What follows belongs to an exercise in optimizing a design on an open flow for small area and a short achievable clock period; a production flow would make more cautious choices.
In this exercise RTL edits were held to simulation tests only and were not proved equivalent to the original.
Power figures rest on the tool's default switching activity, not on a simulated workload.

== v29 ==
==> flow/design.v <==
`timescale 1ns / 1ps
module NextMux(S, A, B, Y);
	input S;
	input [34:0] A, B;
	output [34:0] Y;
	assign Y = S ? A : B;
endmodule
module Check(n0, n1, n2, n3, n4, e0, e1, e2, e3, e4, q02, q34, q1, top, ptop);
	input [6:0] n0, n1, n2, n3, n4, e0, e1, e2, e3, e4;
	output q02, q34, q1, top, ptop;
	function eqk9;
		input [8:0] x, y, kc;
		reg [8:0] c;
		begin
			c = (x & y) | ((x | y) & ~kc);
			eqk9 = (x ^ y ^ kc) == {c[7:0], 1'b0};
		end
	endfunction
	function [6:0] addk7;
		input [6:0] x, kc;
		integer k;
		reg c;
		begin
			c = 1'b0;
			for (k = 0; k < 7; k = k + 1) begin
				addk7[k] = x[k] ^ kc[k] ^ c;
				c = (x[k] & kc[k]) | (c & (x[k] | kc[k]));
			end
		end
	endfunction
	function eqsum8;
		input [7:0] x, y, z;
		reg [7:0] k;
		begin
			k = (x & y) | ((x ^ y) & ~z);
			eqsum8 = (x ^ y ^ z) == {k[6:0], 1'b0};
		end
	endfunction
	wire v = (eqsum8({1'b0, e2}, 8'd2, {1'b0, e0}) | eqsum8({1'b0, e2}, 8'd163, {1'b0, e0})) &
	         (eqsum8({1'b0, e4}, 8'd1, {1'b0, e3}) | eqsum8({1'b0, e4}, 8'd162, {1'b0, e3}));
	assign ptop = (e0 == 7'd0) & (e1 == 7'd94) & (e2 == 7'd93) & (e3 == 7'd2) & (e4 == 7'd1);
	wire [6:0] h1 = e1[0] ? {1'b0, e1[6:1]} : addk7({1'b0, e1[6:1]}, 7'd47);
	wire [6:0] ne2 = ~e2;
	wire [6:0] a02 = n0 ^ n2 ^ ne2;
	wire [6:0] b02 = (n0 & n2) | (n0 & ne2) | (n2 & ne2);
	assign q02 = eqk9({2'b0, a02}, {1'b0, b02, 1'b0}, {1'b0, ~a02[0], 1'b1, a02[0], 4'b1111, a02[0]});
	wire [6:0] ne4 = ~e4;
	wire [6:0] a34 = n3 ^ n4 ^ ne4;
	wire [6:0] b34 = (n3 & n4) | (n3 & ne4) | (n4 & ne4);
	wire s34 = a34[0];
	wire hi3 = (n3[6:2] == 5'b10111) & (n3[1] ^ n3[0]);
	wire hi4 = (n4[6:2] == 5'b10111) & (n4[1] ^ n4[0]);
	wire x34 = hi3 & hi4 & (e4[6:1] == 6'd0) & (e4[0] ? (n3[1] & n4[1]) : (n3[1] ^ n4[1]));
	assign q34 = eqk9({2'b0, a34}, {1'b0, b34, 1'b0}, {1'b0, s34, 1'b1, ~s34, 2'b11, ~s34, s34, s34}) | x34;
	assign q1 = v & (n1 == h1);
	assign top = (n0 == 7'd94) & (n1 == 7'd94) & (n2 == 7'd94) & (n3 == 7'd94) & (n4 == 7'd94);
endmodule
module System(RESET, CLK, ENCRYPTED, PASSWD_INIT, FLAG, FOUND, TXD);
	input RESET;
	input CLK;
	input [0:39] ENCRYPTED;
	input [0:39] PASSWD_INIT;
	output FLAG;
	output FOUND;
	output TXD;
	function [6:0] inc7;
		input [6:0] x;
		input c;
		integer k;
		reg t;
		begin
			t = c;
			for (k = 0; k < 7; k = k + 1) begin
				inc7[k] = x[k] ^ t;
				t = t & x[k];
			end
		end
	endfunction
	wire [6:0] e0 = ENCRYPTED[1:7];
	wire [6:0] e1 = ENCRYPTED[9:15];
	wire [6:0] e2 = ENCRYPTED[17:23];
	wire [6:0] e3 = ENCRYPTED[25:31];
	wire [6:0] e4 = ENCRYPTED[33:39];
	wire [34:0] init = {PASSWD_INIT[1:7], PASSWD_INIT[9:15], PASSWD_INIT[17:23], PASSWD_INIT[25:31], PASSWD_INIT[33:39]};
	reg rst_q;
	always @(posedge CLK) rst_q <= RESET;
	reg [6:0] p0, p1, p2, p3, p4;
	reg f02, f34, f1;
	wire found = f02 & f34 & f1;
	wire w4 = p4 == 7'd94;
	wire w3 = p3 == 7'd94;
	wire w2 = p2 == 7'd94;
	wire w1 = p1 == 7'd94;
	wire top = w4 & w3 & w2 & w1 & (p0 == 7'd94);
	wire stop = found | top;
	wire c4 = !stop;
	wire c3 = c4 & w4;
	wire c2 = c3 & w3;
	wire c1 = c2 & w2;
	wire c0 = c1 & w1;
	wire [6:0] i4 = (c3) ? 7'd0 : inc7(p4, c4);
	wire [6:0] i3 = (c2) ? 7'd0 : inc7(p3, c3);
	wire [6:0] i2 = (c1) ? 7'd0 : inc7(p2, c2);
	wire [6:0] i1 = (c0) ? 7'd0 : inc7(p1, c1);
	wire [6:0] i0 = inc7(p0, c0);
	wire [34:0] n;
	NextMux nm(.S(RESET), .A(init), .B({i0, i1, i2, i3, i4}), .Y(n));
	wire [6:0] n0 = n[34:28];
	wire [6:0] n1 = n[27:21];
	wire [6:0] n2 = n[20:14];
	wire [6:0] n3 = n[13:7];
	wire [6:0] n4 = n[6:0];
	wire q02, q34, q1, topN, ptop;
	Check ck(.n0(n0), .n1(n1), .n2(n2), .n3(n3), .n4(n4), .e0(e0), .e1(e1), .e2(e2), .e3(e3), .e4(e4),
		.q02(q02), .q34(q34), .q1(q1), .top(topN), .ptop(ptop));
	reg [14:0] hx;
	reg hb15;
	wire hz = hx[13:0] == 14'd0;
	reg fle, flh;
	always @(posedge CLK) begin
		p0 <= n0; p1 <= n1; p2 <= n2; p3 <= n3; p4 <= n4;
		f02 <= q02; f34 <= q34;
		f1 <= q1;
		hx <= rst_q ? 15'd4 : {hx[13:0], hx[14] ^ hx[13] ^ hz};
		hb15 <= rst_q ? 1'b0 : hb15 ^ (hz & !hx[14]);
		fle <= topN & !ptop;
		flh <= hb15 & !rst_q & !RESET;
	end
	assign FOUND = found;
	assign FLAG = fle | flh;
	reg [8:0] ph;     
	reg [3:0] j;
	reg [2:0] b;
	reg txd;
	wire slot_end = ph == 9'd118;
	wire done = b == 3'd6;
	wire [8:0] phn = {ph[7:0], ph[8] ^ ph[4]};
	always @(posedge CLK) begin
		ph <= !stop ? 9'd1 : rst_q ? 9'd2 : slot_end ? 9'd1 : phn;
		if (rst_q) begin
			j <= 4'd6;
			b <= 3'd0;
		end else if (stop && slot_end) begin
			j <= (j == 4'd0) ? 4'd6 : {j[3] ^ (&j[2:0]), j[2] ^ (&j[1:0]), j[1] ^ j[0], ~j[0]};
			if (j == 4'd0 && !done) b <= {b[2] ^ (&b[1:0]), b[1] ^ b[0], ~b[0]};
		end
	end
	wire [7:0] bs = {1'b1, p0[j[2:0]], p1[j[2:0]], p2[j[2:0]], p3[j[2:0]], p4[j[2:0]], 2'b11};
	wire dbit = (j[2:0] == 3'd7) ? (b == 3'd0 || b >= 3'd6) : bs[3'd7 - b];
	wire low = !done & ((j == 4'd7) | (j[3] & !dbit));
	always @(posedge CLK) txd <= RESET | rst_q | !low;
	assign TXD = txd;
endmodule
export LEC_CHECK = 0
export CAP_MARGIN = 20
export CORE_MARGIN = 2
export CORE_UTILIZATION = 60
export SLEW_MARGIN = 20
create_clock -name core_clock -period 17.0 [get_ports {CLK}]
standard.sh (not shown) runs the stock make flow with config.mk's settings and CLKGATE_MAP_FILE= SYNTH_SCRIPT=/design/flow/synth_recipe.tcl, a recipe that flattens the netlist after the stock synthesis.
==> flow/flow/run.sh <==
#!/bin/bash
export BUFFER_PORTS_ARGS="-buffer_cell sky130_fd_sc_hd__buf_2"
bash standard.sh ADDER_MAP_FILE= SETUP_SLACK_MARGIN=12.3 finish > standard.log 2>&1
v29 finished end to end and its layout was clean on timing, DRC and antenna.
Input changes introduced in v33 (baseline for comparison: v29):
==> flow/flow/run.sh <==
#!/bin/bash
export BUFFER_PORTS_ARGS="-buffer_cell sky130_fd_sc_hd__buf_2"
bash standard.sh SETUP_SLACK_MARGIN=12.3 finish > standard.log 2>&1
==> comparison <==
Compared with v29, v33 is more frugal on power. Summary of v33 over v29: number of well taps saw a decrease; routed via count divided by cell count decreased about 10%.
For v47, these inputs were changed with respect to v33:
- SYNTH_HIERARCHICAL now 1, previously not set
- SYNTH_MINIMUM_KEEP_SIZE now 0, previously not set
Results
- [v47 vs v33] post-synthesis xor/xnor area fraction: lower in v47
- Going from v33 to v47, the cell area after synthesis was found to have gone up by about 3%.
- Going from v33 to v47, full die area shows an increase of about 2.8%, non-clock buffer count shows an increase of about 1.2%.
- Diff v33 -> v47 | global-route usage | decrease of 0.83 points
- | internal power contribution | higher: v47 |
- Between v33 and v47, fraction of power spent switching nets decreased.
- Clock-cell share of area across v47 and v33: no real change.
- Cmp v47 and v33 / cell count / higher: v33
- In the flow results for v47 and v33, the sequential share of cell area is larger on v33.
- On via count, the higher figure sits with v33, not v47.

[static timing again, ports no longer ideal]
How much do the figures lean on ideal ports? The routed layouts below were timed once more, with nothing changed but the port constraints.
Step 1: set_driving_cell puts a clkbuf_16 on CLK and a buf_2 on each other input, an assumption about the parent block.
Step 2 moves the port delays by t, midway between the first and last clock arrival at a register: inputs arrive t later, outputs are due t later. That takes back most of the time a late clock gives input paths.
a / b / c = ideal ports / drivers / drivers and shift; a / b = the first two.
run	t, ns	slack for setup (ns)	worst hold slack (ns)
v29	0.401	11.578 / 11.565 / 11.163	0.457 / 0.457 / 0.457
v33	0.385	11.644 / 11.627 / 11.242	0.451 / 0.451 / 0.451
v47	0.381	11.586 / 11.564 / 11.183	0.466 / 0.466 / 0.466
After both steps every run listed still meets setup and hold. For v29, which loses most, drivers alone change the setup slack by -0.013 ns; drivers and shift together by -0.415 ns.
